Background: an optimization exercise with open tools, aiming at small area. Do not read the settings as production practice.
Where RTL was checked, it was by simulation tests only, not by an equivalence proof against the original.
Only the layout flow was run in run 1; the RTL was not checked for function there.
No activity file was given, so power comes from the tool's default toggle rates.

## config.mk

```make
export PLATFORM = sky130hd
export DESIGN_NAME = dma_module
export DESIGN_NICKNAME = dma_module
export VERILOG_FILES = /design/flow/design.v
export SDC_FILE = /design/flow/constraint.sdc
export NUM_CORES = 4
export LEC_CHECK = 0
export CAP_MARGIN = 20
export CORE_MARGIN = 2
export CORE_UTILIZATION = 40
export SLEW_MARGIN = 20
export BUFFER_PORTS_ARGS = -buffer_cell sky130_fd_sc_hd__buf_1
export CTS_ARGS = -sink_clustering_enable -repair_clock_nets -dont_use_dummy_load -buf_list {sky130_fd_sc_hd__clkbuf_4} -sink_clustering_size 30 -sink_clustering_max_diameter 100
```

## constraint.sdc

```tcl
create_clock -name core_clock -period 2.5 [get_ports {m_axi_acp_aclk}]
set_input_delay 0.5000 -clock core_clock [delete_from_list [all_inputs] [get_ports {m_axi_acp_aclk}]]
set_output_delay 0.5000 -clock core_clock [all_outputs]
set_load 0.01 [all_outputs]
```

## design.v

```verilog
module dma_module #(
	parameter DATA_SIZE = 1280 * 720 * 3 / 8,
	parameter DATA_SIZE_LOG = 19,
	parameter BURST_SIZE = 16,
	parameter BURST_NUM = DATA_SIZE / BURST_SIZE
)
(
	input					read_active,
	input		[31:0]		read_address,
	output	reg				read_idle,
	input					write_active,
	input		[31:0]		write_address,
	output	reg				write_idle,
	output		[3:0]		rw_resp,
	input					m_axi_acp_aclk,
	input					axi_resetn,
	output	reg	[31:0]		m_axi_acp_araddr,
	output	reg				m_axi_acp_arvalid,
	input					m_axi_acp_arready,
	input		[2:0]		m_axi_acp_rid,
	input		[63:0]		m_axi_acp_rdata,
	input		[1:0]		m_axi_acp_rresp,
	input					m_axi_acp_rlast,
	input					m_axi_acp_rvalid,
	output					m_axi_acp_rready,
	output	reg	[31:0]		m_axi_acp_awaddr,
	output	reg				m_axi_acp_awvalid,
	input					m_axi_acp_awready,
	output		[63:0]		m_axi_acp_wdata,
	output					m_axi_acp_wlast,
	output					m_axi_acp_wvalid,
	input					m_axi_acp_wready,
	input		[2:0]		m_axi_acp_bid,
	input		[1:0]		m_axi_acp_bresp,
	input		[4:0]		m_axi_acp_buser,
	input					m_axi_acp_bvalid,
	output	reg				m_axi_acp_bready,
	output		[63:0]		mm2s_data,
	output					mm2s_valid,
	input					mm2s_ready,
	input		[63:0]		s2mm_data,
	input					s2mm_valid,
	output					s2mm_ready
);
	localparam GS = 6;
	localparam [9:0] BN_HI = BURST_NUM / 32;
	reg	[DATA_SIZE_LOG-1:0]	rdata_count;
	reg						rdata_ch_active;
	reg	[4:0]				rd_neg;
	reg	[DATA_SIZE_LOG-1:0]	wdata_count;
	reg						wdata_ch_active;
	reg	[1:0]				bresp;
	assign rw_resp = {m_axi_acp_rresp, bresp};
	wire ar_hs  = m_axi_acp_arvalid & m_axi_acp_arready;
	wire r_beat = m_axi_acp_rready & m_axi_acp_rvalid;
	wire r_last = r_beat & m_axi_acp_rlast;
	wire aw_hs  = m_axi_acp_awvalid & m_axi_acp_awready;
	wire w_beat = m_axi_acp_wvalid & m_axi_acp_wready;
	genvar i;
	wire [24:0] ra_q = m_axi_acp_araddr[31:7];
	wire [24:0] ra_s;
	wire [25:0] ra_c;
	wire [4:0]  ra_g, ra_p;
	generate for (i = 0; i < 25; i = i + 1) begin : g_ra
		if (i % GS == 0) begin : g_grp
			assign ra_g[i/GS] = &ra_q[(i+GS-1 > 24 ? 24 : i+GS-1):i];
			if (i == 0) begin : g_first
				assign ra_p[0] = 1'b1;
			end else begin : g_next
				assign ra_p[i/GS] = ra_p[i/GS-1] & ra_g[i/GS-1];
			end
			assign ra_c[i] = ar_hs & ra_p[i/GS];
		end
		assign ra_s[i] = ra_q[i] ^ ra_c[i];
		assign ra_c[i+1] = ra_q[i] & ra_c[i];
	end endgenerate
	always @(posedge m_axi_acp_aclk) begin
		if (read_active)
			m_axi_acp_araddr <= read_address;
		else
			m_axi_acp_araddr[31:7] <= ra_s;
	end
	wire [18:0] rc_s;
	wire [19:0] rc_c;
	wire [3:0]  rc_g, rc_p;
	generate for (i = 0; i < 19; i = i + 1) begin : g_rc
		if (i % GS == 0) begin : g_grp
			assign rc_g[i/GS] = &rdata_count[(i+GS-1 > 18 ? 18 : i+GS-1):i];
			if (i == 0) begin : g_first
				assign rc_p[0] = 1'b1;
			end else begin : g_next
				assign rc_p[i/GS] = rc_p[i/GS-1] & rc_g[i/GS-1];
			end
			assign rc_c[i] = r_beat & rc_p[i/GS];
		end
		assign rc_s[i] = rdata_count[i] ^ rc_c[i];
		assign rc_c[i+1] = rdata_count[i] & rc_c[i];
	end endgenerate
	always @(posedge m_axi_acp_aclk) begin
		if (~axi_resetn)
			rdata_count <= 0;
		else
			rdata_count <= rc_s;
	end
	wire [9:0] r_ah = rdata_count[18:9];
	wire [4:0] r_al = rdata_count[8:4];
	wire r_ah_mid = (r_ah[9:1] == BN_HI[9:1]);
	wire r_done = r_ah_mid & r_ah[0] & (r_al == 5'd0);
	wire r_cnt_zero = (rd_neg == 5'd0);
	wire r_sum_hit = r_ah_mid & (r_ah[0] == r_cnt_zero) & (r_al == rd_neg);
	always @(posedge m_axi_acp_aclk) begin
		if (~axi_resetn)
			rd_neg <= 0;
		else if (ar_hs & ~r_last)
			rd_neg <= rd_neg - 1;
		else if (~ar_hs & r_last)
			rd_neg <= rd_neg + 1;
	end
	always @(posedge m_axi_acp_aclk) begin
		if (~axi_resetn)
			m_axi_acp_arvalid <= 0;
		else
			m_axi_acp_arvalid <= ~read_idle & (rd_neg != 5'd1) & ~r_sum_hit;
	end
	always @(posedge m_axi_acp_aclk) begin
		if (~axi_resetn)
			rdata_ch_active <= 0;
		else
			rdata_ch_active <= ~r_cnt_zero;
	end
	always @(posedge m_axi_acp_aclk) begin
		if (~axi_resetn)
			read_idle <= 1;
		else if (r_done)
			read_idle <= 1;
		else if (read_active)
			read_idle <= 0;
	end
	assign mm2s_data = m_axi_acp_rdata;
	assign m_axi_acp_rready = mm2s_ready & rdata_ch_active;
	assign mm2s_valid = m_axi_acp_rvalid & rdata_ch_active;
	wire [21:0] wa_q = m_axi_acp_awaddr[31:10];
	wire [21:0] wa_s;
	wire [22:0] wa_c;
	wire [3:0]  wa_g, wa_p;
	generate for (i = 0; i < 22; i = i + 1) begin : g_wa
		if (i % GS == 0) begin : g_grp
			assign wa_g[i/GS] = &wa_q[(i+GS-1 > 21 ? 21 : i+GS-1):i];
			if (i == 0) begin : g_first
				assign wa_p[0] = 1'b1;
			end else begin : g_next
				assign wa_p[i/GS] = wa_p[i/GS-1] & wa_g[i/GS-1];
			end
			assign wa_c[i] = aw_hs & wa_p[i/GS];
		end
		assign wa_s[i] = wa_q[i] ^ wa_c[i];
		assign wa_c[i+1] = wa_q[i] & wa_c[i];
	end endgenerate
	always @(posedge m_axi_acp_aclk) begin
		if (write_active)
			m_axi_acp_awaddr <= write_address;
		else
			m_axi_acp_awaddr[31:10] <= wa_s;
	end
	wire [18:0] wc_s;
	wire [19:0] wc_c;
	wire [3:0]  wc_g, wc_p;
	generate for (i = 0; i < 19; i = i + 1) begin : g_wc
		if (i % GS == 0) begin : g_grp
			assign wc_g[i/GS] = &wdata_count[(i+GS-1 > 18 ? 18 : i+GS-1):i];
			if (i == 0) begin : g_first
				assign wc_p[0] = 1'b1;
			end else begin : g_next
				assign wc_p[i/GS] = wc_p[i/GS-1] & wc_g[i/GS-1];
			end
			assign wc_c[i] = w_beat & wc_p[i/GS];
		end
		assign wc_s[i] = wdata_count[i] ^ wc_c[i];
		assign wc_c[i+1] = wdata_count[i] & wc_c[i];
	end endgenerate
	always @(posedge m_axi_acp_aclk) begin
		if (~axi_resetn)
			wdata_count <= 0;
		else
			wdata_count <= wc_s;
	end
	wire w_done = (wdata_count[18:4] == BURST_NUM);
	assign m_axi_acp_wlast = &wdata_count[3:0];
	always @(posedge m_axi_acp_aclk) begin
		if (~axi_resetn)
			m_axi_acp_awvalid <= 0;
		else
			m_axi_acp_awvalid <= ~aw_hs & ~wdata_ch_active & ((wdata_count[3:0] == 4'd0) | write_active) & ~write_idle;
	end
	always @(posedge m_axi_acp_aclk) begin
		if (~axi_resetn)
			wdata_ch_active <= 0;
		else if (aw_hs)
			wdata_ch_active <= 1;
		else if (w_beat)
			wdata_ch_active <= ~m_axi_acp_wlast;
	end
	always @(posedge m_axi_acp_aclk) begin
		if (~axi_resetn)
			write_idle <= 1;
		else if (w_done)
			write_idle <= 1;
		else if (write_active)
			write_idle <= 0;
	end
	assign m_axi_acp_wdata = s2mm_data;
	assign m_axi_acp_wvalid = s2mm_valid & wdata_ch_active;
	assign s2mm_ready = m_axi_acp_wready & wdata_ch_active;
	always @(posedge m_axi_acp_aclk) begin
		if (~axi_resetn)
			m_axi_acp_bready <= 0;
		else
			m_axi_acp_bready <= w_beat & m_axi_acp_wlast;
	end
	always @(posedge m_axi_acp_aclk) begin
		if (~axi_resetn)
			bresp <= 0;
		else if (w_beat)
			bresp <= m_axi_acp_bresp;
	end
endmodule
```

## flow/run.sh

```bash
#!/bin/bash
set -euo pipefail
cd "$(dirname "$0")/.."
cat >> config.mk <<'MK'
export BUFFER_PORTS_ARGS = -buffer_cell sky130_fd_sc_hd__buf_1
export CTS_ARGS = -sink_clustering_enable -repair_clock_nets -dont_use_dummy_load -buf_list {sky130_fd_sc_hd__clkbuf_4} -sink_clustering_size 30 -sink_clustering_max_diameter 100
MK
bash standard.sh > standard.log 2>&1
```

## standard.sh

```bash
#!/bin/bash
# synth_recipe.tcl (not shown) runs the flow's synth.tcl, then flattens the netlist and writes it again
# the make line also repeats each setting of config.mk as NAME=value (left out here)
make -C /OpenROAD-flow-scripts/flow DESIGN_CONFIG=/design/flow/config.mk WORK_HOME=/design/flow/orfs CLKGATE_MAP_FILE= SYNTH_SCRIPT=/design/flow/synth_recipe.tcl "${@:-finish}"
```

==> run notes, run 1 <==
----------------------------------------------------
[Global route]
  Aggregate global-route resource usage ... 16.42%
  First-pass GRT wire length ... 19,860 um
  Antenna violations before repair ... 4
  Total global routing overflow ... 0
  Largest net degree at the start of global routing ... 36
  Via count of the first global-routing pass ... 3,834

[STA]
  Number of failing setup endpoints in the final timing report ... 43
  Worst Max-Slew Pin Slew ... 0.9269 ns
  Final Hold Violating Endpoints ... 0
  Final Max Slew Viols ... 0
  Worst Skew ... approximately 0.030 ns
  Post-layout minimum cycle time ... 4.549 ns
  Headroom to the max-slew limit ... between 30% and 40%
  Max Freq ... 219.9 MHz
  Setup repair after global routing missed its margin ... true
  Final period util ... 181.9%
  Least setup slack across all paths after layout ... -2.049 ns
  Final worst hold slack ... 0.1449 ns

[Synth]
  Number of distinct standard cells referenced by the synthesized netlist ... 36
  Syn Std Cell Area ... 5881 um^2
  Number of flops mapped to enable cells by yosys ... 17
  Instance count of the mapped netlist ... 507
  Post-Synthesis Net Count ... 812
  Count of warnings emitted by yosys ... 14
  Prevailing post-synth register cell ... sky130_fd_sc_hd__dfxtp_1
  FFs w/ async S/R, synth ... 0%
  Number of synthesized register bits ... 116
  Mean post-synth cell area ... 11.60 um^2
  Portion of the post-synthesis area used by sequential elements ... 42.38%

[Run status]
  Violated layout checks ..... negative setup slack
  Outcome ... failed layout checks

[Cells and area]
  Layout cell share with drive strength beyond 1 ... 36.04%
  Final Instance Count excl. Fillers ... about 750
  Cell area after layout ... a little over 7000 um^2
  Growth of design area from synthesis to finish ... 22.23%
  Post-Route Utilization ... 49.84%
  Final-stage net count ... 873

[Clock network]
  Buffers from clock root to sink, at most ... 2
  Clock tree from TritonCTS ... yes
  Clock-pin slew reported for the worst setup and hold paths after clock tree synthesis ... 0.10 ns
  Source-to-sink clock delay at the later pin of the worst-skew pair ... 0.52 ns
  Clock tree root buffer cell ... sky130_fd_sc_hd__clkbuf_4
  Clock buffers created by TritonCTS ... 17
  # H-tree levels ... 4
  Hold buffers post-CTS ... 0
  Sinks on the clock net ... 116

[Floorplan]
  Number of top-level pins ... 425
  Die extent in x ... 125.3 um
  Initial Utilization ... 40.77%
  Full die area ... between 15,000 and 20,000 um^2
  Floorplan Core Area ... 14,420 um^2
  Floorplan die height ... about 130 um
  Site row count ... 44

[Route]
  Antenna viol nets, final ... 0
  Mean number of vias per cell ... roughly 4.9
  WL per Instance ... 17.20 um
  Number of DRC violations after detailed routing ... 0
  Overall routed net length ... between 10,000 and 15,000 um
  Number of DRC violations after detailed-routing iteration 0 ... 135
  Count of TritonRoute iterations in the first routing pass ... 5
  Number of vias after detailed routing ... 3,698

[Power and ir drop]
  Power spent charging and discharging nets ... 918.2 uW
  Maximum VDD drop ... 244.1 uV
  Power share of the combinational group ... 13.7%
  Register share of total power ... 60.8%
  Cell internal power dissipation ... 2566 uW
  Power Total ... 3484 uW
  Leakage ... 0.002703 uW
  PD cells ... 484.8 nW/um^2
  Sw Share ... 26.35%
  Proportion of power drawn by the clock network ... 25.5%

[Place]
  Placement-stage cell area ... 6974 um^2
  Placed wire-length estimate ... 10,500 um
  GP Congestion ... roughly 0.81
  I/O Buffers ... 152
  Placed Instances ... 732

[Setup path]
  CP max stage cell ... sky130_fd_sc_hd__dfxtp_2
  CP arrival ... 4.97 ns
  Critical path class ... flop to flop
  Worst-path fanout max ... 2
  Max incr delay on CP ... 0.32 ns
  Startpoint Class ... flop
  Data required time at the worst endpoint ... 2.92 ns
  Worst reg2reg path depth ... 26
  Crit end category ... flop
  Most common cell type on the critical path ... sky130_fd_sc_hd__ha_4

[Worst hold path]
  Min-delay worst type ... primary input to flop
  Hold Path Stages ... 1

[Job]
  Number of violations of the max-capacitance limit ... 0

----------------------------------------------------
-- worst paths after layout --
| kind | start | endpoint | slack [ns] |
|---|---|---|---|
| setup / recovery | m_axi_acp_arvalid$_SDFF_PN0_ | m_axi_acp_araddr[30]$_DFF_P_ | -2.05 |
| hold / removal | read_address[3] | m_axi_acp_araddr[3]$_DFFE_PP_ | 0.14 |
| setup reg to reg | m_axi_acp_arvalid$_SDFF_PN0_ | m_axi_acp_araddr[30]$_DFF_P_ | -2.05 |
| hold reg to reg | bresp[1]$_SDFFE_PN0P_ | bresp[1]$_SDFFE_PN0P_ | 0.53 |
-- power groups by stage --
stage	Clock (uW)	Combinational [uW]	Sequential [uW]
after floorplan	0	401	2200
after global placement	0	466	2160
after detailed placement	0	476	2170
after CTS	956	480	2120
after global routing	1030	536	2130
final	890	476	2120
-- cells in the mapped netlist (all sizes together), types with 2 or more instances --
cell type	number	share of area [%]
buf	135	17
dfxtp	99	34
ha	86	18
and2	48	5.1
mux2	45	8.6
edfxtp	17	8.7
clkbuf	7	0.45
nand2	7	0.45
xnor2	7	1.0
xor2	7	1.0
inv	5	0.32
o21ai	5	0.43
nor4b	4	0.60
and3	3	0.32
mux2i	3	0.51
nand3	3	0.26
nand4b	3	0.45
nor2	3	0.19
a21boi	2	0.26
a21oi	2	0.23
nor2b	2	0.21
nor3	2	0.17
nor4	2	0.21
-- per-layer routing --
layer  routed length [um]  vias to the layer above  global-route usage (%)
met2                 5474                      218                   23.15
met5                   26                        -                       0
met3                 1505                       49                   10.61
li1                     -                     1721                       -
met1                 5649                     1706                   20.26
met4                  280                        4                   5.621
-- registers in the layout, indices dropped and copies added (netlist names) --
register and count:
bresp 2, m_axi_acp_araddr 32, m_axi_acp_arvalid 1, m_axi_acp_awaddr 32, m_axi_acp_awvalid 1, m_axi_acp_bready 1, rd_neg 5, rdata_ch_active 1
rdata_count 19, read_idle 1, wdata_ch_active 1, wdata_count 19, write_idle 1
-- logic make-up (layout without fill, tap and decap cells) --
logic type               count (synthesis)  in the layout  synth area share, %
AO/OA/AOI/OAI                           14             14                1.638
XOR/XNOR                                14             14                2.085
adder cells (fa/ha/maj)                 86             86                18.30
buffers and inverters                  147            206                17.77
flip-flops                             116            116                42.38
multiplexers                            48             48                9.128
other                                    0              2                    0
AND/OR/NAND/NOR                         82             82                8.702
-- per-stage QoR --
stage	setup slack, ns	setup TNS (ns)
6_report	-2.049	-38.19
3_5_place_dp	-2.346	-52.91
5_1_grt	-2.142	-41.06
4_1_cts	-2.069	-38.88
2_1_floorplan	-2.162	-44.16
3_3_place_gp	-2.278	-50.78
-- cell type report --
| cell class | count | area (um^2) |
|---|---|---|
| Multi-Input combinational cell | 244 | 3478 |
| Timing Repair Buffer | 184 | 825.8 |
| Sequential cell | 116 | 2500 |
| Clock buffer | 17 | 127.6 |
| Tap cell | 184 | 230.2 |
| Antenna cell | 2 | 5.005 |
| Fill cell | 1304 | 7236 |
| Inverter | 5 | 21.27 |
-- layout by cell type, fill, tap and decap left out, types with 4 or more instances in the layout --
master	netlist	final
sky130_fd_sc_hd__nand2_1	7	6
sky130_fd_sc_hd__mux2_4	0	12
sky130_fd_sc_hd__ha_4	0	81
sky130_fd_sc_hd__mux2_2	45	33
sky130_fd_sc_hd__ha_1	86	5
sky130_fd_sc_hd__buf_4	130	31
sky130_fd_sc_hd__nor4b_1	4	4
sky130_fd_sc_hd__clkbuf_4	0	17
sky130_fd_sc_hd__buf_1	1	150
sky130_fd_sc_hd__inv_1	5	4
sky130_fd_sc_hd__dfxtp_1	99	95
sky130_fd_sc_hd__xor2_1	7	7
sky130_fd_sc_hd__and2_1	48	34
sky130_fd_sc_hd__xnor2_1	7	5
sky130_fd_sc_hd__edfxtp_1	17	17
sky130_fd_sc_hd__and2_4	0	14
-- critical path, delay by kind of cell (launching register included) --
kind                     cells  cell delay [ns]
adder cells (fa/ha/maj)     24             3.70
multiplexers                 1             0.26
flip-flops                   1             0.32
AND/OR/NAND/NOR              1             0.14
-- timing repair --
action,in CTS,in global routing
setup endpoints to repair,43,46
buffers inserted,0,1
resized for setup,11,14
pin swaps,24,3
==> run 2, diff against run 1 <==
--- a/design.v
+++ b/design.v
@@ -69,10 +69,10 @@
 			end else begin : g_next
 				assign ra_p[i/GS] = ra_p[i/GS-1] & ra_g[i/GS-1];
 			end
-			assign ra_c[i] = ar_hs & ra_p[i/GS];
-		end
-		assign ra_s[i] = ra_q[i] ^ ra_c[i];
-		assign ra_c[i+1] = ra_q[i] & ra_c[i];
+		end
+		wire cin = (i % GS == 0) ? (ar_hs & ra_p[i/GS]) : ra_c[i];
+		assign ra_s[i] = ra_q[i] ^ cin;
+		assign ra_c[i+1] = ra_q[i] & cin;
 	end endgenerate
 	always @(posedge m_axi_acp_aclk) begin
 		if (read_active)
@@ -91,10 +91,10 @@
 			end else begin : g_next
 				assign rc_p[i/GS] = rc_p[i/GS-1] & rc_g[i/GS-1];
 			end
-			assign rc_c[i] = r_beat & rc_p[i/GS];
-		end
-		assign rc_s[i] = rdata_count[i] ^ rc_c[i];
-		assign rc_c[i+1] = rdata_count[i] & rc_c[i];
+		end
+		wire cin = (i % GS == 0) ? (r_beat & rc_p[i/GS]) : rc_c[i];
+		assign rc_s[i] = rdata_count[i] ^ cin;
+		assign rc_c[i+1] = rdata_count[i] & cin;
 	end endgenerate
 	always @(posedge m_axi_acp_aclk) begin
 		if (~axi_resetn)
@@ -151,10 +151,10 @@
 			end else begin : g_next
 				assign wa_p[i/GS] = wa_p[i/GS-1] & wa_g[i/GS-1];
 			end
-			assign wa_c[i] = aw_hs & wa_p[i/GS];
-		end
-		assign wa_s[i] = wa_q[i] ^ wa_c[i];
-		assign wa_c[i+1] = wa_q[i] & wa_c[i];
+		end
+		wire cin = (i % GS == 0) ? (aw_hs & wa_p[i/GS]) : wa_c[i];
+		assign wa_s[i] = wa_q[i] ^ cin;
+		assign wa_c[i+1] = wa_q[i] & cin;
 	end endgenerate
 	always @(posedge m_axi_acp_aclk) begin
 		if (write_active)
@@ -173,10 +173,10 @@
 			end else begin : g_next
 				assign wc_p[i/GS] = wc_p[i/GS-1] & wc_g[i/GS-1];
 			end
-			assign wc_c[i] = w_beat & wc_p[i/GS];
-		end
-		assign wc_s[i] = wdata_count[i] ^ wc_c[i];
-		assign wc_c[i+1] = wdata_count[i] & wc_c[i];
+		end
+		wire cin = (i % GS == 0) ? (w_beat & wc_p[i/GS]) : wc_c[i];
+		assign wc_s[i] = wdata_count[i] ^ cin;
+		assign wc_c[i+1] = wdata_count[i] & cin;
 	end endgenerate
 	always @(posedge m_axi_acp_aclk) begin
 		if (~axi_resetn)
==> run notes, run 2 <==
----------------------------------------------------
[Global route]
  Via count of the first global-routing pass ... just under 4,000
  Total global routing overflow ... 0
  Aggregate global-route resource usage ... 18.13%
  Antenna violations before repair ... 0
  First-pass GRT wire length ... 22,000 um
  Largest net degree at the start of global routing ... 40

[Synth]
  Post-synth top area share ... 32.97%
  Number of synthesized register bits ... 116
  Count of warnings emitted by yosys ... 1
  Cell type with the highest aggregate area in the netlist ... sky130_fd_sc_hd__dfxtp_1
  Cell types with the largest area share after synthesis ... sky130_fd_sc_hd__dfxtp_1 (33%), sky130_fd_sc_hd__buf_4 (16%), sky130_fd_sc_hd__ha_1 (15%)
  Mean post-synth cell area ... roughly 11 um^2
  FFs w/ async S/R, synth ... 0%
  Number of distinct standard cells referenced by the synthesized netlist ... 42
  Instance count of the mapped netlist ... about 560
  Cell types with the highest counts after synthesis ... sky130_fd_sc_hd__buf_4 (130), sky130_fd_sc_hd__dfxtp_1 (99), sky130_fd_sc_hd__ha_1 (73)
  Prevailing post-synth register cell ... sky130_fd_sc_hd__dfxtp_1
  Portion of the post-synthesis area used by sequential elements ... between 40% and 50%
  Number of flops mapped to enable cells by yosys ... 17
  Syn Std Cell Area ... 6012 um^2
  Most common cell in the synthesized netlist ... sky130_fd_sc_hd__buf_4
  Post-Synthesis Net Count ... roughly 850

[Cells and area]
  Leading cell types in the layout, fill and taps excluded ... sky130_fd_sc_hd__buf_1 (150), sky130_fd_sc_hd__dfxtp_1 (99), sky130_fd_sc_hd__ha_1 (73), sky130_fd_sc_hd__mux2_2 (38), sky130_fd_sc_hd__and2_1 (34)
  Filler cells ... 1,430
  Layout cell share with drive strength beyond 1 ... 11.22%
  Final Instance Count excl. Fillers ... 773
  Largest regs ... m_axi_acp_araddr: 32 flops, m_axi_acp_awaddr: 32 flops
  Leading cell type in the layout, fill and taps excluded ... sky130_fd_sc_hd__buf_1
  Final-stage net count ... 882
  Growth of design area from synthesis to finish ... -0.9573%

[Setup path]
  Critical path class ... flop to flop
  CP arrival ... 2.66 ns
  Startpoint Class ... flop
  Data required time at the worst endpoint ... about 2.9 ns
  Crit end category ... flop
  Worst-path fanout max ... 3

[STA]
  Worst Skew ... 0.04017 ns
  Headroom to the max-slew limit ... 40.37%
  Final worst hold slack ... 0.1356 ns
  Setup_tns ... 0 ns
  Max Freq ... 437.7 MHz
  Final period util ... 91.38%
  Final Max Slew Viols ... 0
  Post-layout minimum cycle time ... about 2.3 ns
  Number of failing setup endpoints in the final timing report ... 0
  Setup repair after global routing missed its margin ... false
  Final Hold Violating Endpoints ... 0
  Worst Max-Slew Pin Slew ... approximately 0.9 ns

[Floorplan]
  Die extent in x ... 126.6 um
  Site row count ... 44
  Floorplan Core Area ... 14,590 um^2
  Initial Utilization ... just over 40%
  Full die area ... 16,030 um^2
  Floorplan die height ... 126.6 um
  Number of top-level pins ... 425

[Clock network]
  Source-to-sink clock delay at the later pin of the worst-skew pair ... 0.53 ns
  Number of gates given a new drive strength after cts ... 0
  Setup repair bufs after CTS ... 0
  Buffers from clock root to sink, at most ... 2
  # H-tree levels ... 4
  Clock buffers created by TritonCTS ... 17
  Clock tree from TritonCTS ... yes
  Sinks on the clock net ... 116
  Clock tree root buffer cell ... sky130_fd_sc_hd__clkbuf_4
  Hold buffers post-CTS ... 0
  Clock-pin slew reported for the worst setup and hold paths after clock tree synthesis ... 0.12 ns

[Route]
  WL per Instance ... 19.04 um
  DR top layer ... met4
  Number of vias after detailed routing ... 3,878
  Wire length on met2 ... around 6500 um
  Detailed-routing wirelength on met1 ... 5219 um
  Number of DRC violations after detailed-routing iteration 0 ... 132
  Count of TritonRoute iterations in the first routing pass ... 4
  Number of DRC violations after detailed routing ... 0
  Mean number of vias per cell ... ~5.0
  Detail Route met3 WL ... roughly 2600 um
  Antenna viol nets, final ... 0
  Overall routed net length ... 14,720 um

[Power and ir drop]
  Maximum VDD drop ... around 330 uV
  Leakage ... between 0.002 and 0.003 uW
  PD cells ... 568.9 nW/um^2

[Place]
  I/O Buffers ... around 150
  Placed Instances ... 755
  Placed wire-length estimate ... 12,150 um
  GP Congestion ... 0.8700

[Worst hold path]
  Min-delay worst type ... primary input to flop

[Job]
  Number of violations of the max-capacitance limit ... 0

[Run status]
  Outcome ... timing/DRC/antenna clean

----------------------------------------------------
-- run 2: cell types whose count changed after synthesis, moves of 5 or more --
cell,delta
sky130_fd_sc_hd__and2_1,-14
sky130_fd_sc_hd__nor2_1,+18
sky130_fd_sc_hd__mux2_2,-7
sky130_fd_sc_hd__ha_1,-13
sky130_fd_sc_hd__nand2_1,+15
sky130_fd_sc_hd__a21oi_1,+6
sky130_fd_sc_hd__and4_1,+5
sky130_fd_sc_hd__xnor2_1,+12
sky130_fd_sc_hd__nand4_1,+13
-- run 2: worst paths after layout --
kind / from / endpoint / slack, ns / cells past startpoint
setup / recovery: m_axi_acp_araddr[12]$_DFF_P_ / m_axi_acp_araddr[29]$_DFF_P_ / 0.22 / 9
hold / removal: write_address[9] / m_axi_acp_awaddr[9]$_DFFE_PP_ / 0.14 / 1
setup reg to reg: m_axi_acp_araddr[12]$_DFF_P_ / m_axi_acp_araddr[29]$_DFF_P_ / 0.22 / 9
hold reg to reg: rdata_count[18]$_SDFF_PN0_ / rdata_count[18]$_SDFF_PN0_ / 0.46 / 2
-- run 2: cell families after synthesis --
family	after synthesis	share of synthesized area (%)
mux	42	7.784
flops	116	41.46
compound gates	23	2.373
fa+ha+maj	73	15.19
simple gates	127	12.09
buf+inv	152	17.61
xor+xnor	24	3.496
-- run 2: cell type report --
class,count,area (um^2),area share [%]
tap,184,230.2,3.866
antenna,1,2.502,0.04203
multi-input combinational,289,2461,41.33
clock buffer,17,127.6,2.143
sequential,116,2492,41.86
inverter,10,37.54,0.6304
timing repair buffer,156,603.1,10.13
-- run 2: routing by layer --
metal,track usage [%],vias to the layer above
li1,-,1849
met1,18.02,1755
met2,27.49,224
met3,15.52,50
met4,6.981,0
met5,0,-
-- run 2: critical path: stages, from the launching register on --
cell                      delay (ns)
sky130_fd_sc_hd__dfxtp_1        0.40
sky130_fd_sc_hd__nand4_1        0.19
sky130_fd_sc_hd__nor4_1         0.35
sky130_fd_sc_hd__and2_1         0.18
sky130_fd_sc_hd__ha_1           0.14
sky130_fd_sc_hd__ha_1           0.14
sky130_fd_sc_hd__ha_1           0.14
sky130_fd_sc_hd__ha_1           0.14
sky130_fd_sc_hd__ha_1           0.21
sky130_fd_sc_hd__mux2_2         0.25
-- run 2: stage by stage --
step	instance area (um^2)	total power [uW]	setup WS (ns)	utilization, %
finish	5954	3387	0.2154	40.81
detailed placement	5824	2544	-0.03774	39.92
floorplan	6012	2555	0.2094	-
global route	5952	3583	0.03915	40.80
CTS	5952	3459	0.2261	40.80
global placement	5824	2524	-0.02058	39.92
-- run 2: report_power, final --
group	total [uW]	internal, uW	switching (uW)
registers	2100	2010	90.0
clock network	894	310	584
logic	396	180	216
total	3390	2500	890
==> run 3, diff against run 2 <==
==> flow/run.sh (replaced) <==
#!/bin/bash
# The standard ORFS layout, with three changes:
#  - ABC maps the logic with an area-oriented script (flow/abc_map.script)
#    instead of ORFS's speed script; the rest of the synthesis is unchanged
#  - the port buffers are the smallest buffer, sky130_fd_sc_hd__buf_1
#  - CTS uses clkbuf_4 only and no dummy loads
set -euo pipefail
cd "$(dirname "$0")/.."
W=$PWD
cat >> config.mk <<'MK'
export BUFFER_PORTS_ARGS = -buffer_cell sky130_fd_sc_hd__buf_1
export CTS_ARGS = -sink_clustering_enable -repair_clock_nets -dont_use_dummy_load -buf_list {sky130_fd_sc_hd__clkbuf_4} -sink_clustering_size 30 -sink_clustering_max_diameter 100
MK
# synthesis with a copy of ORFS's scripts whose ABC script is replaced
rm -rf "$W/scripts_abc"
cp -r "$FLOW_HOME/scripts" "$W/scripts_abc"
cp "$W/flow/abc_map.script" "$W/scripts_abc/abc_speed.script"
sed "s#^make #make SCRIPTS_DIR=$W/scripts_abc #" standard.sh > synth.sh
bash synth.sh synth > synth.log 2>&1
# the rest of the layout, as the standard flow
bash standard.sh > standard.log 2>&1
==> flow/abc_map.script (new file) <==
strash
dc2
dch -f
amap
topo
stime -c
==> run notes, run 3 <==
----------------------------------------------------
[Run status]
  Outcome ... timing/DRC/antenna clean

[Synth]
  Post-synth top area share ... approximately a third
  Cell types with the largest area share after synthesis ... sky130_fd_sc_hd__dfxtp_1 (34%), sky130_fd_sc_hd__buf_4 (17%), sky130_fd_sc_hd__ha_1 (16%)
  Number of synthesized register bits ... 116
  Prevailing post-synth register cell ... sky130_fd_sc_hd__dfxtp_1
  Mean post-synth cell area ... 10.30 um^2
  Post-Synthesis Net Count ... 857
  Instance count of the mapped netlist ... 565
  Syn Std Cell Area ... 5818 um^2
  Cell types with the highest counts after synthesis ... sky130_fd_sc_hd__buf_4 (130), sky130_fd_sc_hd__dfxtp_1 (99), sky130_fd_sc_hd__ha_1 (73)
  Number of flops mapped to enable cells by yosys ... 17
  FFs w/ async S/R, synth ... 0%
  Cell type with the highest aggregate area in the netlist ... sky130_fd_sc_hd__dfxtp_1
  Portion of the post-synthesis area used by sequential elements ... 42.84%
  Count of warnings emitted by yosys ... 1
  Number of distinct standard cells referenced by the synthesized netlist ... 30
  Most common cell in the synthesized netlist ... sky130_fd_sc_hd__buf_4

[Cells and area]
  Post-Route Utilization ... 41.45%
  Growth of design area from synthesis to finish ... 2.366%
  Layout cell share with drive strength beyond 1 ... under 10%
  Leading cell types in the layout, fill and taps excluded ... sky130_fd_sc_hd__buf_1 (152), sky130_fd_sc_hd__dfxtp_1 (93), sky130_fd_sc_hd__ha_1 (69), sky130_fd_sc_hd__a22o_1 (38), sky130_fd_sc_hd__nor2b_1 (33)
  Filler cells ... around 1,400
  Final-stage net count ... between 900 and 1,000
  Largest regs ... m_axi_acp_araddr: 32 flops, m_axi_acp_awaddr: 32 flops
  Leading cell type in the layout, fill and taps excluded ... sky130_fd_sc_hd__buf_1
  Final Instance Count excl. Fillers ... slightly above 800

[Route]
  WL per Instance ... roughly 19 um
  Number of DRC violations after detailed routing ... 0
  Number of vias after detailed routing ... 4,186
  Mean number of vias per cell ... 5.200
  Overall routed net length ... 15,040 um
  Count of TritonRoute iterations in the first routing pass ... 4
  Number of DRC violations after detailed-routing iteration 0 ... 188
  Antenna viol nets, final ... 0

[Setup path]
  Startpoint Class ... flop
  Data required time at the worst endpoint ... 2.89 ns
  Critical path class ... flop to flop
  Crit end category ... flop
  Worst-path fanout max ... 3
  CP arrival ... about 2.7 ns

[Floorplan]
  Floorplan Core Area ... ~14,000 um^2
  Site row count ... 44
  Initial Utilization ... 40.49%
  Die extent in x ... approximately 120 um
  Floorplan die height ... between 100 and 150 um
  Number of top-level pins ... 425
  Full die area ... 15,530 um^2

[Global route]
  Antenna violations before repair ... 2
  First-pass GRT wire length ... ~23,000 um
  Aggregate global-route resource usage ... 19.21%
  Via count of the first global-routing pass ... 4,129
  Total global routing overflow ... 0
  Largest net degree at the start of global routing ... 39

[Place]
  Placed Instances ... 783
  I/O Buffers ... approximately 150
  GP Congestion ... ~0.87
  Placed wire-length estimate ... 12,050 um

[Worst hold path]
  Min-delay worst type ... primary input to flop

[STA]
  Headroom to the max-slew limit ... 53.75%
  Worst Skew ... 0.02131 ns
  Final period util ... 92.29%
  Max Freq ... 433.4 MHz
  Final Hold Violating Endpoints ... 0
  Setup repair after global routing missed its margin ... false
  Post-layout minimum cycle time ... 2.307 ns
  Worst Max-Slew Pin Slew ... roughly 0.69 ns
  Number of failing setup endpoints in the final timing report ... 0
  Final Max Slew Viols ... 0

[Clock network]
  Source-to-sink clock delay at the later pin of the worst-skew pair ... around 0.52 ns
  Clock-pin slew reported for the worst setup and hold paths after clock tree synthesis ... 0.09 ns
  Sinks on the clock net ... 116
  # H-tree levels ... 4
  Hold buffers post-CTS ... 0
  Clock tree root buffer cell ... sky130_fd_sc_hd__clkbuf_4
  Clock tree from TritonCTS ... yes
  Clock buffers created by TritonCTS ... 17
  Buffers from clock root to sink, at most ... 2

[Job]
  Number of violations of the max-capacitance limit ... 0

[Power and ir drop]
  Maximum VDD drop ... 189.4 uV
  PD cells ... 559.0 nW/um^2
  Leakage ... ~0.0025 uW

----------------------------------------------------
## run 3: cell count changes after synthesis, moves of 9 or more
cell / delta
sky130_fd_sc_hd__a22o_1: +38
sky130_fd_sc_hd__and2_1: -34
sky130_fd_sc_hd__clkbuf_1: -10
sky130_fd_sc_hd__clkinv_1: +28
sky130_fd_sc_hd__inv_1: -9
sky130_fd_sc_hd__mux2_2: -38
sky130_fd_sc_hd__nand2_1: +9
sky130_fd_sc_hd__nor2b_1: +34
sky130_fd_sc_hd__o21ai_0: +20
sky130_fd_sc_hd__xnor2_1: -18
## run 3: layer usage
metal	routed length, um	up-vias	global-route usage (%)
met5	0	-	1.634
met3	2017	66	12.33
met4	657	0	11.30
met2	6147	237	26.20
met1	6218	1907	22.37
li1	-	1976	-
## run 3: cell families after synthesis
family | after synthesis | synth area share [%]
buf+inv | 159 | 18.65
simple gates | 122 | 11.27
flops | 116 | 42.84
compound gates | 94 | 11.40
fa+ha+maj | 73 | 15.70
xor+xnor | 1 | 0.1506
## run 3: path summary, 6_finish.rpt
check	to	slack [ns]	depth (start not counted)	start
max reg2reg	wdata_count[16]$_SDFF_PN0_	0.19	11	wdata_count[2]$_SDFF_PN0_
min	m_axi_acp_araddr[4]$_DFFE_PP_	0.14	1	read_address[4]
max	wdata_count[16]$_SDFF_PN0_	0.19	11	wdata_count[2]$_SDFF_PN0_
min reg2reg	m_axi_acp_awvalid$_SDFF_PN0_	0.44	1	wdata_ch_active$_SDFFE_PN0P_
## run 3: worst max-delay path, stage by stage (launching register included)
cell	delay (ns)
sky130_fd_sc_hd__dfxtp_2	0.34
sky130_fd_sc_hd__nand4_1	0.21
sky130_fd_sc_hd__nor2_4	0.18
sky130_fd_sc_hd__nand3_2	0.10
sky130_fd_sc_hd__nor4_2	0.26
sky130_fd_sc_hd__buf_4	0.15
sky130_fd_sc_hd__ha_2	0.18
sky130_fd_sc_hd__ha_4	0.12
sky130_fd_sc_hd__ha_2	0.16
sky130_fd_sc_hd__ha_2	0.16
sky130_fd_sc_hd__ha_1	0.21
sky130_fd_sc_hd__nor2b_1	0.12
## run 3: per-stage QoR
step	instance area, um^2	total power, uW	TNS (ns)	worst slack (ns)	hold slack, ns
floorplan	5818	2496	0	0.06044	0.4055
global placement	5733	2477	-0.04192	-0.04192	0.4195
detailed placement	5733	2490	-0.1924	-0.08201	0.4204
CTS	5861	3385	0	0.08931	0.08184
global route	5956	3504	0	0.01404	0.08211
finish	5956	3329	0	0.1926	0.1435
## run 3: power by group
part | leakage (uW) | switching [uW] | total, uW | internal [uW]
clock network | 0.0000782 | 573 | 882 | 310
logic | 0.00144 | 217 | 371 | 154
registers | 0.000985 | 80.2 | 2080 | 2000
total | 0.00250 | 870 | 3330 | 2460
## run 3: cell type report
type	count	area, um^2	area share, %
Antenna cell	2	5.005	0.08403
Clock buffer	17	127.6	2.143
Inverter	29	108.9	1.828
Multi-Input combinational cell	290	2301	38.63
Sequential cell	116	2500	41.97
Tap cell	184	230.2	3.866
Timing Repair Buffer	167	683.2	11.47
## run 3: timing repair
item | CTS | global route
endpoints found under the setup margin | 0 | 6
resized for setup | 0 | 21
setup buffers | 0 | 3
==> run 4, diff against run 3 <==
--- a/design.v
+++ b/design.v
@@ -42,7 +42,6 @@
 	input					s2mm_valid,
 	output					s2mm_ready
 );
-	localparam GS = 6;
 	localparam [9:0] BN_HI = BURST_NUM / 32;
 	reg	[DATA_SIZE_LOG-1:0]	rdata_count;
 	reg						rdata_ch_active;
@@ -58,21 +57,23 @@
 	wire w_beat = m_axi_acp_wvalid & m_axi_acp_wready;
 	genvar i;
 	wire [24:0] ra_q = m_axi_acp_araddr[31:7];
-	wire [24:0] ra_s;
-	wire [25:0] ra_c;
-	wire [4:0]  ra_g, ra_p;
+	localparam [24:0] RA_HEAD = 25'b0010001000010000010000001;
+	wire [24:0] ra_s, ra_c, ra_a, ra_p;
 	generate for (i = 0; i < 25; i = i + 1) begin : g_ra
-		if (i % GS == 0) begin : g_grp
-			assign ra_g[i/GS] = &ra_q[(i+GS-1 > 24 ? 24 : i+GS-1):i];
-			if (i == 0) begin : g_first
-				assign ra_p[0] = 1'b1;
-			end else begin : g_next
-				assign ra_p[i/GS] = ra_p[i/GS-1] & ra_g[i/GS-1];
-			end
-		end
-		wire cin = (i % GS == 0) ? (ar_hs & ra_p[i/GS]) : ra_c[i];
-		assign ra_s[i] = ra_q[i] ^ cin;
-		assign ra_c[i+1] = ra_q[i] & cin;
+		if (i == 0) begin : g_first
+			assign ra_a[i] = ra_q[i];
+			assign ra_p[i] = 1'b1;
+			assign ra_c[i] = ar_hs;
+		end else if (RA_HEAD[i]) begin : g_head
+			assign ra_a[i] = ra_q[i];
+			assign ra_p[i] = ra_p[i-1] & ra_a[i-1];
+			assign ra_c[i] = ar_hs & ra_p[i];
+		end else begin : g_body
+			assign ra_a[i] = ra_a[i-1] & ra_q[i];
+			assign ra_p[i] = ra_p[i-1];
+			assign ra_c[i] = ra_q[i-1] & ra_c[i-1];
+		end
+		assign ra_s[i] = ra_q[i] ^ ra_c[i];
 	end endgenerate
 	always @(posedge m_axi_acp_aclk) begin
 		if (read_active)
@@ -80,21 +81,23 @@
 		else
 			m_axi_acp_araddr[31:7] <= ra_s;
 	end
-	wire [18:0] rc_s;
-	wire [19:0] rc_c;
-	wire [3:0]  rc_g, rc_p;
+	localparam [18:0] RC_HEAD = 19'b0001000100001000001;
+	wire [18:0] rc_s, rc_c, rc_a, rc_p;
 	generate for (i = 0; i < 19; i = i + 1) begin : g_rc
-		if (i % GS == 0) begin : g_grp
-			assign rc_g[i/GS] = &rdata_count[(i+GS-1 > 18 ? 18 : i+GS-1):i];
-			if (i == 0) begin : g_first
-				assign rc_p[0] = 1'b1;
-			end else begin : g_next
-				assign rc_p[i/GS] = rc_p[i/GS-1] & rc_g[i/GS-1];
-			end
-		end
-		wire cin = (i % GS == 0) ? (r_beat & rc_p[i/GS]) : rc_c[i];
-		assign rc_s[i] = rdata_count[i] ^ cin;
-		assign rc_c[i+1] = rdata_count[i] & cin;
+		if (i == 0) begin : g_first
+			assign rc_a[i] = rdata_count[i];
+			assign rc_p[i] = 1'b1;
+			assign rc_c[i] = r_beat;
+		end else if (RC_HEAD[i]) begin : g_head
+			assign rc_a[i] = rdata_count[i];
+			assign rc_p[i] = rc_p[i-1] & rc_a[i-1];
+			assign rc_c[i] = r_beat & rc_p[i];
+		end else begin : g_body
+			assign rc_a[i] = rc_a[i-1] & rdata_count[i];
+			assign rc_p[i] = rc_p[i-1];
+			assign rc_c[i] = rdata_count[i-1] & rc_c[i-1];
+		end
+		assign rc_s[i] = rdata_count[i] ^ rc_c[i];
 	end endgenerate
 	always @(posedge m_axi_acp_aclk) begin
 		if (~axi_resetn)
@@ -140,21 +143,23 @@
 	assign m_axi_acp_rready = mm2s_ready & rdata_ch_active;
 	assign mm2s_valid = m_axi_acp_rvalid & rdata_ch_active;
 	wire [21:0] wa_q = m_axi_acp_awaddr[31:10];
-	wire [21:0] wa_s;
-	wire [22:0] wa_c;
-	wire [3:0]  wa_g, wa_p;
+	localparam [21:0] WA_HEAD = 22'b0001000010000010000001;
+	wire [21:0] wa_s, wa_c, wa_a, wa_p;
 	generate for (i = 0; i < 22; i = i + 1) begin : g_wa
-		if (i % GS == 0) begin : g_grp
-			assign wa_g[i/GS] = &wa_q[(i+GS-1 > 21 ? 21 : i+GS-1):i];
-			if (i == 0) begin : g_first
-				assign wa_p[0] = 1'b1;
-			end else begin : g_next
-				assign wa_p[i/GS] = wa_p[i/GS-1] & wa_g[i/GS-1];
-			end
-		end
-		wire cin = (i % GS == 0) ? (aw_hs & wa_p[i/GS]) : wa_c[i];
-		assign wa_s[i] = wa_q[i] ^ cin;
-		assign wa_c[i+1] = wa_q[i] & cin;
+		if (i == 0) begin : g_first
+			assign wa_a[i] = wa_q[i];
+			assign wa_p[i] = 1'b1;
+			assign wa_c[i] = aw_hs;
+		end else if (WA_HEAD[i]) begin : g_head
+			assign wa_a[i] = wa_q[i];
+			assign wa_p[i] = wa_p[i-1] & wa_a[i-1];
+			assign wa_c[i] = aw_hs & wa_p[i];
+		end else begin : g_body
+			assign wa_a[i] = wa_a[i-1] & wa_q[i];
+			assign wa_p[i] = wa_p[i-1];
+			assign wa_c[i] = wa_q[i-1] & wa_c[i-1];
+		end
+		assign wa_s[i] = wa_q[i] ^ wa_c[i];
 	end endgenerate
 	always @(posedge m_axi_acp_aclk) begin
 		if (write_active)
@@ -162,21 +167,23 @@
 		else
 			m_axi_acp_awaddr[31:10] <= wa_s;
 	end
-	wire [18:0] wc_s;
-	wire [19:0] wc_c;
-	wire [3:0]  wc_g, wc_p;
+	localparam [18:0] WC_HEAD = 19'b0001000100001000001;
+	wire [18:0] wc_s, wc_c, wc_a, wc_p;
 	generate for (i = 0; i < 19; i = i + 1) begin : g_wc
-		if (i % GS == 0) begin : g_grp
-			assign wc_g[i/GS] = &wdata_count[(i+GS-1 > 18 ? 18 : i+GS-1):i];
-			if (i == 0) begin : g_first
-				assign wc_p[0] = 1'b1;
-			end else begin : g_next
-				assign wc_p[i/GS] = wc_p[i/GS-1] & wc_g[i/GS-1];
-			end
-		end
-		wire cin = (i % GS == 0) ? (w_beat & wc_p[i/GS]) : wc_c[i];
-		assign wc_s[i] = wdata_count[i] ^ cin;
-		assign wc_c[i+1] = wdata_count[i] & cin;
+		if (i == 0) begin : g_first
+			assign wc_a[i] = wdata_count[i];
+			assign wc_p[i] = 1'b1;
+			assign wc_c[i] = w_beat;
+		end else if (WC_HEAD[i]) begin : g_head
+			assign wc_a[i] = wdata_count[i];
+			assign wc_p[i] = wc_p[i-1] & wc_a[i-1];
+			assign wc_c[i] = w_beat & wc_p[i];
+		end else begin : g_body
+			assign wc_a[i] = wc_a[i-1] & wdata_count[i];
+			assign wc_p[i] = wc_p[i-1];
+			assign wc_c[i] = wdata_count[i-1] & wc_c[i-1];
+		end
+		assign wc_s[i] = wdata_count[i] ^ wc_c[i];
 	end endgenerate
 	always @(posedge m_axi_acp_aclk) begin
 		if (~axi_resetn)
--- a/config.mk
+++ b/config.mk
@@ -8,6 +8,7 @@
 export CAP_MARGIN = 20
 export CORE_MARGIN = 2
 export CORE_UTILIZATION = 40
+export PLACE_DENSITY = 0.6
 export SLEW_MARGIN = 20
 export BUFFER_PORTS_ARGS = -buffer_cell sky130_fd_sc_hd__buf_1
 export CTS_ARGS = -sink_clustering_enable -repair_clock_nets -dont_use_dummy_load -buf_list {sky130_fd_sc_hd__clkbuf_4} -sink_clustering_size 30 -sink_clustering_max_diameter 100
==> run notes, run 4 <==
----------------------------------------------------
[Route]
  WL per Instance ... 17.21 um
  Overall routed net length ... 13,790 um
  Number of DRC violations after detailed routing ... 0
  Number of vias after detailed routing ... 4,095
  Antenna viol nets, final ... 0
  Count of TritonRoute iterations in the first routing pass ... 5
  Number of DRC violations after detailed-routing iteration 0 ... 191
  Mean number of vias per cell ... 5.112

[Power and ir drop]
  Maximum VDD drop ... roughly 200 uV
  Register share of total power ... between 60% and 70%
  Power spent charging and discharging nets ... 879.5 uW
  Sw Share ... 26.36%
  Cell internal power dissipation ... approximately 2500 uW
  PD cells ... 570.2 nW/um^2
  Power share of the combinational group ... around 11%
  Leakage ... 0.002472 uW
  Power Total ... 3337 uW
  Proportion of power drawn by the clock network ... 26.8%

[Clock network]
  Sinks on the clock net ... 116
  # H-tree levels ... 4
  Buffers from clock root to sink, at most ... 2
  Clock buffers created by TritonCTS ... 17
  Source-to-sink clock delay at the later pin of the worst-skew pair ... 0.51 ns
  Clock tree root buffer cell ... sky130_fd_sc_hd__clkbuf_4
  Clock tree from TritonCTS ... yes
  Clock-pin slew reported for the worst setup and hold paths after clock tree synthesis ... 0.09 ns

[Synth]
  Cell type with the highest aggregate area in the netlist ... sky130_fd_sc_hd__dfxtp_1
  Number of flops mapped to enable cells by yosys ... 17
  Number of synthesized register bits ... around 120
  Number of distinct standard cells referenced by the synthesized netlist ... 30
  Syn Std Cell Area ... ~5800 um^2
  Prevailing post-synth register cell ... sky130_fd_sc_hd__dfxtp_1
  Most common cell in the synthesized netlist ... sky130_fd_sc_hd__buf_4
  FFs w/ async S/R, synth ... 0%
  Cell types with the largest area share after synthesis ... sky130_fd_sc_hd__dfxtp_1 (34%), sky130_fd_sc_hd__buf_4 (17%), sky130_fd_sc_hd__ha_1 (16%)
  Count of warnings emitted by yosys ... 1
  Instance count of the mapped netlist ... 568
  Post-Synthesis Net Count ... between 800 and 900
  Post-synth top area share ... between 30 and 40%
  Mean post-synth cell area ... 10.24 um^2
  Portion of the post-synthesis area used by sequential elements ... 42.84%
  Cell types with the highest counts after synthesis ... sky130_fd_sc_hd__buf_4 (130), sky130_fd_sc_hd__dfxtp_1 (99), sky130_fd_sc_hd__ha_1 (73)

[STA]
  Setup_tns ... 0 ns
  Number of failing setup endpoints in the final timing report ... 0
  Final Max Slew Viols ... 0
  Worst Skew ... 0.02288 ns
  Max Freq ... approximately 440 MHz
  Worst Max-Slew Pin Slew ... 0.6381 ns
  Setup repair after global routing missed its margin ... false
  Final Hold Violating Endpoints ... 0
  Headroom to the max-slew limit ... a little under three fifths
  Post-layout minimum cycle time ... approximately 2.3 ns
  Final period util ... 90.81%

[Cells and area]
  Leading cell type in the layout, fill and taps excluded ... sky130_fd_sc_hd__buf_1
  Layout cell share with drive strength beyond 1 ... 5.041%
  Post-Route Utilization ... 40.73%
  Growth of design area from synthesis to finish ... 0.5806%
  Largest regs ... m_axi_acp_araddr: 32 flops, m_axi_acp_awaddr: 32 flops
  Final Instance Count excl. Fillers ... between 800 and 900
  Final-stage net count ... 909
  Leading cell types in the layout, fill and taps excluded ... sky130_fd_sc_hd__buf_1 (151), sky130_fd_sc_hd__dfxtp_1 (97), sky130_fd_sc_hd__ha_1 (73), sky130_fd_sc_hd__a22o_1 (38), sky130_fd_sc_hd__nor2b_1 (35)

[Setup path]
  Worst-path fanout max ... 3
  Startpoint Class ... flop
  Crit end category ... flop
  Data required time at the worst endpoint ... 2.89 ns
  Critical path class ... flop to flop
  CP arrival ... 2.66 ns

[Floorplan]
  Floorplan die height ... approximately 120 um
  Floorplan Core Area ... 14,370 um^2
  Initial Utilization ... about two fifths
  Full die area ... ~16,000 um^2
  Die extent in x ... 124.6 um
  Site row count ... 44
  Number of top-level pins ... 425

[Worst hold path]
  Min-delay worst type ... primary input to flop

[Global route]
  Largest net degree at the start of global routing ... 38
  First-pass GRT wire length ... 21,360 um
  Via count of the first global-routing pass ... about 4,000
  Total global routing overflow ... 0
  Antenna violations before repair ... 3
  Aggregate global-route resource usage ... 17.68%

[Job]
  Number of violations of the max-capacitance limit ... 0

[Place]
  Placed Instances ... 781
  I/O Buffers ... 152
  Placed wire-length estimate ... 11,010 um
  GP Congestion ... slightly below 0.9

[Run status]
  Outcome ... timing/DRC/antenna clean

----------------------------------------------------
-- run 4: worst paths after layout --
kind              slack [ns]                       endpoint                         from  cells after the start
setup / recovery        0.23   m_axi_acp_araddr[30]$_DFF_P_  m_axi_acp_araddr[8]$_DFF_P_                      9
hold / removal          0.16  m_axi_acp_araddr[4]$_DFFE_PP_              read_address[4]                      1
setup reg to reg        0.23   m_axi_acp_araddr[30]$_DFF_P_  m_axi_acp_araddr[8]$_DFF_P_                      9
hold reg to reg         0.47      wdata_count[5]$_SDFF_PN0_    wdata_count[5]$_SDFF_PN0_                      1
-- run 4: kinds of logic after synthesis --
group / Yosys count / synth area share [%]
buf+inv: 161 / 18.77
simple gates: 121 / 11.16
flops: 116 / 42.84
compound gates: 97 / 11.53
fa+ha+maj: 73 / 15.70
-- run 4: per-layer routing --
metal  part of all wire (%)  GRT usage, %
met5                   0.67         4.248
met3                     14         11.90
met2                     42         24.49
met4                    2.3         7.997
met1                     42         20.65
-- run 4: cell type report --
| type | instances | area, um^2 |
|---|---|---|
| antenna | 2 | 5.005 |
| clock buffer | 17 | 127.6 |
| fill | 1462 | 8517 |
| inverter | 31 | 116.4 |
| multi-input combinational | 291 | 2246 |
| sequential | 116 | 2495 |
| tap | 184 | 230.2 |
| timing repair buffer | 160 | 631.9 |
-- run 4: stage by stage --
step           hold slack [ns]  setup WS, ns  area (um^2)
2_1_floorplan           0.4219        0.2362         5818
3_3_place_gp            0.4328        0.1041         5697
3_5_place_dp            0.4510       0.04466         5697
4_1_cts                0.09319        0.1146         5824
5_1_grt                0.08534       0.01933         5849
6_report                0.1574        0.2297         5852
-- run 4: power by group through the flow --
stage | combinational (uW) | sequential, uW | clock (uW)
after floorplan | 345 | 2150 | 0
after global placement | 363 | 2110 | 0
after detailed placement | 370 | 2120 | 0
after CTS | 373 | 2070 | 953
after global routing | 408 | 2090 | 1030
final | 368 | 2070 | 895
-- run 4: repair_timing --
item / in CTS / in global routing
setup endpoints to repair: 0 / 4
hold buffers: 0 / 0
resized for setup: 0 / 5
setup buffers: 0 / 1
-- run 4: critical path, stage by stage, from the launching register on --
cell,delay [ns]
sky130_fd_sc_hd__dfxtp_2,0.38
sky130_fd_sc_hd__nand4_1,0.13
sky130_fd_sc_hd__nor4_1,0.26
sky130_fd_sc_hd__buf_4,0.17
sky130_fd_sc_hd__and4b_1,0.24
sky130_fd_sc_hd__nand4b_1,0.16
sky130_fd_sc_hd__nor3_1,0.19
sky130_fd_sc_hd__ha_1,0.19
sky130_fd_sc_hd__ha_1,0.23
sky130_fd_sc_hd__a22o_1,0.20
==> run 5, diff against run 4 <==
--- a/config.mk
+++ b/config.mk
@@ -8,7 +8,7 @@
 export CAP_MARGIN = 20
 export CORE_MARGIN = 2
 export CORE_UTILIZATION = 40
-export PLACE_DENSITY = 0.6
+export PLACE_DENSITY = 0.25
 export SLEW_MARGIN = 20
 export BUFFER_PORTS_ARGS = -buffer_cell sky130_fd_sc_hd__buf_1
 export CTS_ARGS = -sink_clustering_enable -repair_clock_nets -dont_use_dummy_load -buf_list {sky130_fd_sc_hd__clkbuf_4} -sink_clustering_size 30 -sink_clustering_max_diameter 100
==> run notes, run 5 <==
----------------------------------------------------
[Setup path]
  CP max stage cell ... sky130_fd_sc_hd__dfxtp_1
  Worst-case register-to-register setup slack ... 0.27 ns
  Max incr delay on CP ... 0.37 ns
  Reg-to-reg critical path startpoint ... wdata_ch_active$_SDFFE_PN0P_
  Critical path class ... flop to flop
  Worst flop-to-flop path endpoint ... wdata_count[17]$_SDFF_PN0_
  Worst-path fanout max ... 4
  Crit end category ... flop
  Bufs and invs on worst path ... 1
  CP arrival ... 2.63 ns
  Worst path top cell family by delay ... simple AND/OR/NAND/NOR gates
  Startpoint Class ... flop
  Data required time at the worst endpoint ... 2.90 ns
  Most common cell type on the critical path ... sky130_fd_sc_hd__ha_1
  Chain of cells forming the critical path ... clkinv_1, nor2b_1, nand2_1, nor2_2, nand3_1, nor3_2, nor3b_1, ha_1, ha_1, ha_1, nor2b_1
  Worst reg2reg path depth ... 11

[Clock network]
  Buffers from clock root to sink, at most ... 2
  Hold buffers post-CTS ... 0
  Setup repair bufs after CTS ... 0
  Sinks on the clock net ... 116
  # H-tree levels ... 4
  Clock tree root buffer cell ... sky130_fd_sc_hd__clkbuf_4
  Clock-pin slew reported for the worst setup and hold paths after clock tree synthesis ... 0.10 ns
  Clock tree from TritonCTS ... yes
  Clock buffers created by TritonCTS ... 17
  Source-to-sink clock delay at the later pin of the worst-skew pair ... roughly 0.52 ns

[STA]
  Least setup slack across all paths after layout ... around 0.27 ns
  Number of failing setup endpoints in the final timing report ... 0
  Final worst hold slack ... 0.1562 ns
  Final Max Slew Viols ... 0
  Headroom to the max-slew limit ... between 50% and 60%
  Worst Max-Slew Pin Slew ... 0.6506 ns
  Setup_tns ... 0 ns
  Setup repair after global routing missed its margin ... false
  Final Hold Violating Endpoints ... 0
  Worst Skew ... around 0.030 ns
  Max Freq ... 449.0 MHz
  Final period util ... 89.09%
  Post-layout minimum cycle time ... 2.227 ns

[Route]
  Mean number of vias per cell ... 5.095
  Count of TritonRoute iterations in the first routing pass ... 4
  Antenna viol nets, final ... 0
  WL per Instance ... 20.72 um
  Number of vias after detailed routing ... 4,066
  Overall routed net length ... 16,540 um
  Number of DRC violations after detailed-routing iteration 0 ... 147
  Number of DRC violations after detailed routing ... 0

[Place]
  I/O Buffers ... 152
  Placed wire-length estimate ... 13,550 um
  DP Worst Slack ... 0.06535 ns
  GP Congestion ... 0.8380

[Synth]
  Number of distinct standard cells referenced by the synthesized netlist ... 30
  Cell types with the largest area share after synthesis ... sky130_fd_sc_hd__dfxtp_1 (34%), sky130_fd_sc_hd__buf_4 (17%), sky130_fd_sc_hd__ha_1 (16%)
  Number of synthesized register bits ... 116
  Cell types with the highest counts after synthesis ... sky130_fd_sc_hd__buf_4 (130), sky130_fd_sc_hd__dfxtp_1 (99), sky130_fd_sc_hd__ha_1 (73)
  Post-synth top area share ... 34.06%
  FFs w/ async S/R, synth ... 0%
  Mean post-synth cell area ... 10.24 um^2
  Portion of the post-synthesis area used by sequential elements ... 42.84%
  Post-Synthesis Net Count ... 860
  Most common cell in the synthesized netlist ... sky130_fd_sc_hd__buf_4
  Cell type with the highest aggregate area in the netlist ... sky130_fd_sc_hd__dfxtp_1
  Number of flops mapped to enable cells by yosys ... 17
  Count of warnings emitted by yosys ... 1
  Syn Std Cell Area ... 5818 um^2
  Prevailing post-synth register cell ... sky130_fd_sc_hd__dfxtp_1
  Instance count of the mapped netlist ... 568

[Floorplan]
  Floorplan die height ... 124.6 um
  Floorplan Core Area ... around 14,000 um^2
  Full die area ... about 16,000 um^2
  Die extent in x ... 124.6 um
  Site row count ... 44
  Initial Utilization ... 40.49%
  Number of top-level pins ... 425

[Cells and area]
  Growth of design area from synthesis to finish ... 0.1506%
  Post-Route Utilization ... 40.55%
  Largest regs ... m_axi_acp_araddr: 32 flops, m_axi_acp_awaddr: 32 flops
  Leading cell types in the layout, fill and taps excluded ... sky130_fd_sc_hd__buf_1 (151), sky130_fd_sc_hd__dfxtp_1 (99), sky130_fd_sc_hd__ha_1 (73), sky130_fd_sc_hd__a22o_1 (38), sky130_fd_sc_hd__nor2b_1 (35)
  Layout cell share with drive strength beyond 1 ... under 10%
  Leading cell type in the layout, fill and taps excluded ... sky130_fd_sc_hd__buf_1
  Final-stage net count ... around 900

[Power and ir drop]
  Maximum VDD drop ... 245.7 uV
  PD cells ... between 500 and 600 nW/um^2
  Leakage ... around 0.0025 uW
  Power Total ... 3336 uW

[Global route]
  Total global routing overflow ... 0
  Antenna violations before repair ... 1
  Aggregate global-route resource usage ... 21.26%
  First-pass GRT wire length ... 24,660 um
  Via count of the first global-routing pass ... 4,110
  Largest net degree at the start of global routing ... 38

[Run status]
  Outcome ... timing/DRC/antenna clean

[Worst hold path]
  Endpoint of the worst hold-timing path ... m_axi_acp_araddr[2]$_DFFE_PP_
  Hold Path Stages ... 1
  Min-delay worst type ... primary input to flop
  Hold Path Origin ... read_address[2]

[Job]
  Number of violations of the max-capacitance limit ... 0

----------------------------------------------------
[run 5: cell counts after synthesis]
Identical to the previous run, type by type.
[run 5: worst max-delay path by stage]
| stage | startpoint | endpoint | depth (start not counted) |
|---|---|---|---|
| final | wdata_ch_active$_SDFFE_PN0P_ | wdata_count[17]$_SDFF_PN0_ | 11 |
| after global routing | wdata_ch_active$_SDFFE_PN0P_ | wdata_count[17]$_SDFF_PN0_ | 11 |
| after CTS | wdata_ch_active$_SDFFE_PN0P_ | wdata_count[17]$_SDFF_PN0_ | 11 |
| after detailed placement | m_axi_acp_wready | wdata_count[17]$_SDFF_PN0_ | 11 |
| after global placement | m_axi_acp_wready | wdata_count[17]$_SDFF_PN0_ | 11 |
| after floorplan | m_axi_acp_wready | wdata_count[17]$_SDFF_PN0_ | 10 |
[run 5: power by group]
| group | total [uW] | switching (uW) | internal (uW) |
|---|---|---|---|
| Clock | 899 | 589 | 310 |
| Sequential | 2070 | 77.9 | 2000 |
| Combinational | 363 | 212 | 150 |
[run 5: what timing repair did]
item | in CTS | in global routing
hold endpoints to repair | 0 | 0
gates resized for setup | 0 | 2
setup endpoints to repair | 0 | 2
[run 5: layout make-up]
type	count	area [um^2]
tap	184	230.2
multi-input combinational	291	2241
sequential	116	2492
clock buffer	17	127.6
fill	1494	8542
antenna	1	2.502
timing repair buffer	158	616.8
inverter	31	116.4
[run 5: routing by layer]
layer,vias up,GRT usage [%],wire length [um]
li1,1970,-,-
met1,1775,21.42,5966
met2,275,29.86,6767
met3,42,21.52,3340
met4,4,5.948,327
met5,-,5.556,135
[run 5: kinds of logic after synthesis]
| group | count (synthesis) | synth area share, % |
|---|---|---|
| buf+inv | 161 | 18.77 |
| compound gates | 97 | 11.53 |
| fa+ha+maj | 73 | 15.70 |
| simple gates | 121 | 11.16 |
| flops | 116 | 42.84 |
[run 5: stage by stage]
stage | std cells | instance area [um^2]
floorplan | 568 | 5818
global route | 797 | 5824
detailed placement | 780 | 5689
global placement | 780 | 5689
finish | 798 | 5827
CTS | 797 | 5817
==> run 6, diff against run 5 <==
--- a/config.mk
+++ b/config.mk
@@ -8,7 +8,7 @@
 export CAP_MARGIN = 20
 export CORE_MARGIN = 2
 export CORE_UTILIZATION = 40
-export PLACE_DENSITY = 0.25
+export PLACE_DENSITY = 0.4
 export SLEW_MARGIN = 20
 export BUFFER_PORTS_ARGS = -buffer_cell sky130_fd_sc_hd__buf_1
 export CTS_ARGS = -sink_clustering_enable -repair_clock_nets -dont_use_dummy_load -buf_list {sky130_fd_sc_hd__clkbuf_4} -sink_clustering_size 30 -sink_clustering_max_diameter 100
==> run notes, run 6 <==
----------------------------------------------------
[Run status]
  Outcome ... timing/DRC/antenna clean

[Clock network]
  Buffers from clock root to sink, at most ... 2
  Sinks on the clock net ... approximately 120
  Clock tree root buffer cell ... sky130_fd_sc_hd__clkbuf_4
  # H-tree levels ... 4

[STA]
  Number of failing setup endpoints in the final timing report ... 0
  Headroom to the max-slew limit ... 56.36%
  Final Max Slew Viols ... 0
  Post-layout minimum cycle time ... 2.227 ns
  Final Hold Violating Endpoints ... 0
  Max Freq ... approximately 450 MHz

[Power and ir drop]
  Power spent charging and discharging nets ... 879.5 uW
  Maximum VDD drop ... 245.7 uV
  PD cells ... roughly 570 nW/um^2
  Cell internal power dissipation ... 2456 uW
  Proportion of power drawn by the clock network ... approximately 27%

[Place]
  Placement-stage cell area ... 5689 um^2
  I/O Buffers ... 152

[Global route]
  Antenna violations before repair ... 1
  Aggregate global-route resource usage ... 21.26%
  Via count of the first global-routing pass ... ~4,000

[Floorplan]
  Floorplan die height ... 124.6 um
  Die extent in x ... 124.6 um
  Number of top-level pins ... between 400 and 500
  Initial Utilization ... about two fifths

[Synth]
  FFs w/ async S/R, synth ... 0%
  Post-Synthesis Net Count ... 860
  Portion of the post-synthesis area used by sequential elements ... 42.84%
  Mean post-synth cell area ... 10.24 um^2
  Count of warnings emitted by yosys ... 1
  Number of distinct standard cells referenced by the synthesized netlist ... 30
  Cell type with the highest aggregate area in the netlist ... sky130_fd_sc_hd__dfxtp_1
  Cell types with the largest area share after synthesis ... sky130_fd_sc_hd__dfxtp_1 (34%), sky130_fd_sc_hd__buf_4 (17%), sky130_fd_sc_hd__ha_1 (16%)
  Number of flops mapped to enable cells by yosys ... 17

[Setup path]
  Critical path class ... flop to flop
  Max incr delay on CP ... about 0.37 ns
  Chain of cells forming the critical path ... clkinv_1, nor2b_1, nand2_1, nor2_2, nand3_1, nor3_2, nor3b_1, ha_1, ha_1, ha_1, nor2b_1
  CP arrival ... 2.63 ns
  Startpoint Class ... flop

[Cells and area]
  Filler cells ... between 1,000 and 1,500
  Largest regs ... m_axi_acp_araddr: 32 flops, m_axi_acp_awaddr: 32 flops
  Leading cell type in the layout, fill and taps excluded ... sky130_fd_sc_hd__buf_1
  Leading cell types in the layout, fill and taps excluded ... sky130_fd_sc_hd__buf_1 (151), sky130_fd_sc_hd__dfxtp_1 (99), sky130_fd_sc_hd__ha_1 (73), sky130_fd_sc_hd__a22o_1 (38), sky130_fd_sc_hd__nor2b_1 (35)
  Layout cell share with drive strength beyond 1 ... under 10%

[Worst hold path]
  Min-delay worst type ... primary input to flop

[Route]
  WL per Instance ... 20.72 um
  Count of TritonRoute iterations in the first routing pass ... 4
  Number of vias after detailed routing ... just over 4,000
  Mean number of vias per cell ... 5.095

----------------------------------------------------
==> run 6: cell counts in the layout (fill, tap and decap cells not counted) <==
No cell type changed its count.
==> run 6: path summary, 6_finish.rpt <==
check                                                endpoint                    startpoint  slack, ns  depth (start not counted)
worst max-delay path               wdata_count[17]$_SDFF_PN0_  wdata_ch_active$_SDFFE_PN0P_       0.27                         11
worst min-delay path            m_axi_acp_araddr[2]$_DFFE_PP_               read_address[2]       0.16                          1
worst max register to register     wdata_count[17]$_SDFF_PN0_  wdata_ch_active$_SDFFE_PN0P_       0.27                         11
worst min register to register     rdata_count[18]$_SDFF_PN0_    rdata_count[18]$_SDFF_PN0_       0.46                          1
==> run 6: per-layer routing <==
layer	GRT usage, %	up-vias
li1	-	1970
met1	21.42	1775
met2	29.86	275
met3	21.52	42
met4	5.948	4
met5	5.556	-
==> run 6: through the flow <==
stage	std cells	worst slack, ns	hold WS (ns)	util (%)
finish	798	0.2727	0.1562	40.55
global route	797	0.005770	0.08358	40.53
CTS	797	0.1366	0.09868	40.48
detailed placement	780	0.06535	0.4457	39.59
global placement	780	0.07111	0.4366	39.59
floorplan	568	0.2362	0.4219	-
==> run 6: final cells by class <==
type | count | area (um^2) | share of cell area [%]
well taps | 184 | 230.2 | 3.951
inverters | 31 | 116.4 | 1.997
diodes | 1 | 2.502 | 0.04295
multi-input cells | 291 | 2241 | 38.46
clock buffers | 17 | 127.6 | 2.190
repair buffers | 158 | 616.8 | 10.59
flip-flops and latches | 116 | 2492 | 42.77
==> run 6: kinds of logic (layout without fill, tap and decap cells) <==
family          count (synthesis)  count (layout)  synth area share, %
compound gates                 97              97                11.53
fa+ha+maj                      73              73                15.70
buf+inv                       161             206                18.77
flops                         116             116                42.84
other cells                     0               1                    0
simple gates                  121             121                11.16
==> run 6: power groups by stage <==
stage / combinational (uW) / sequential [uW] / clock, uW
floorplan: 345 / 2150 / 0
global placement: 367 / 2120 / 0
detailed placement: 369 / 2120 / 0
CTS: 371 / 2070 / 955
global route: 409 / 2090 / 1040
finish: 363 / 2070 / 899

Check on run 6: ideal ports give 0.273 ns setup slack; a clkbuf_16 on the clock port and buf_2 on the inputs give 0.273 ns; moving port delays by the midpoint clock arrival (0.529 ns) as well gives 0.101 ns.
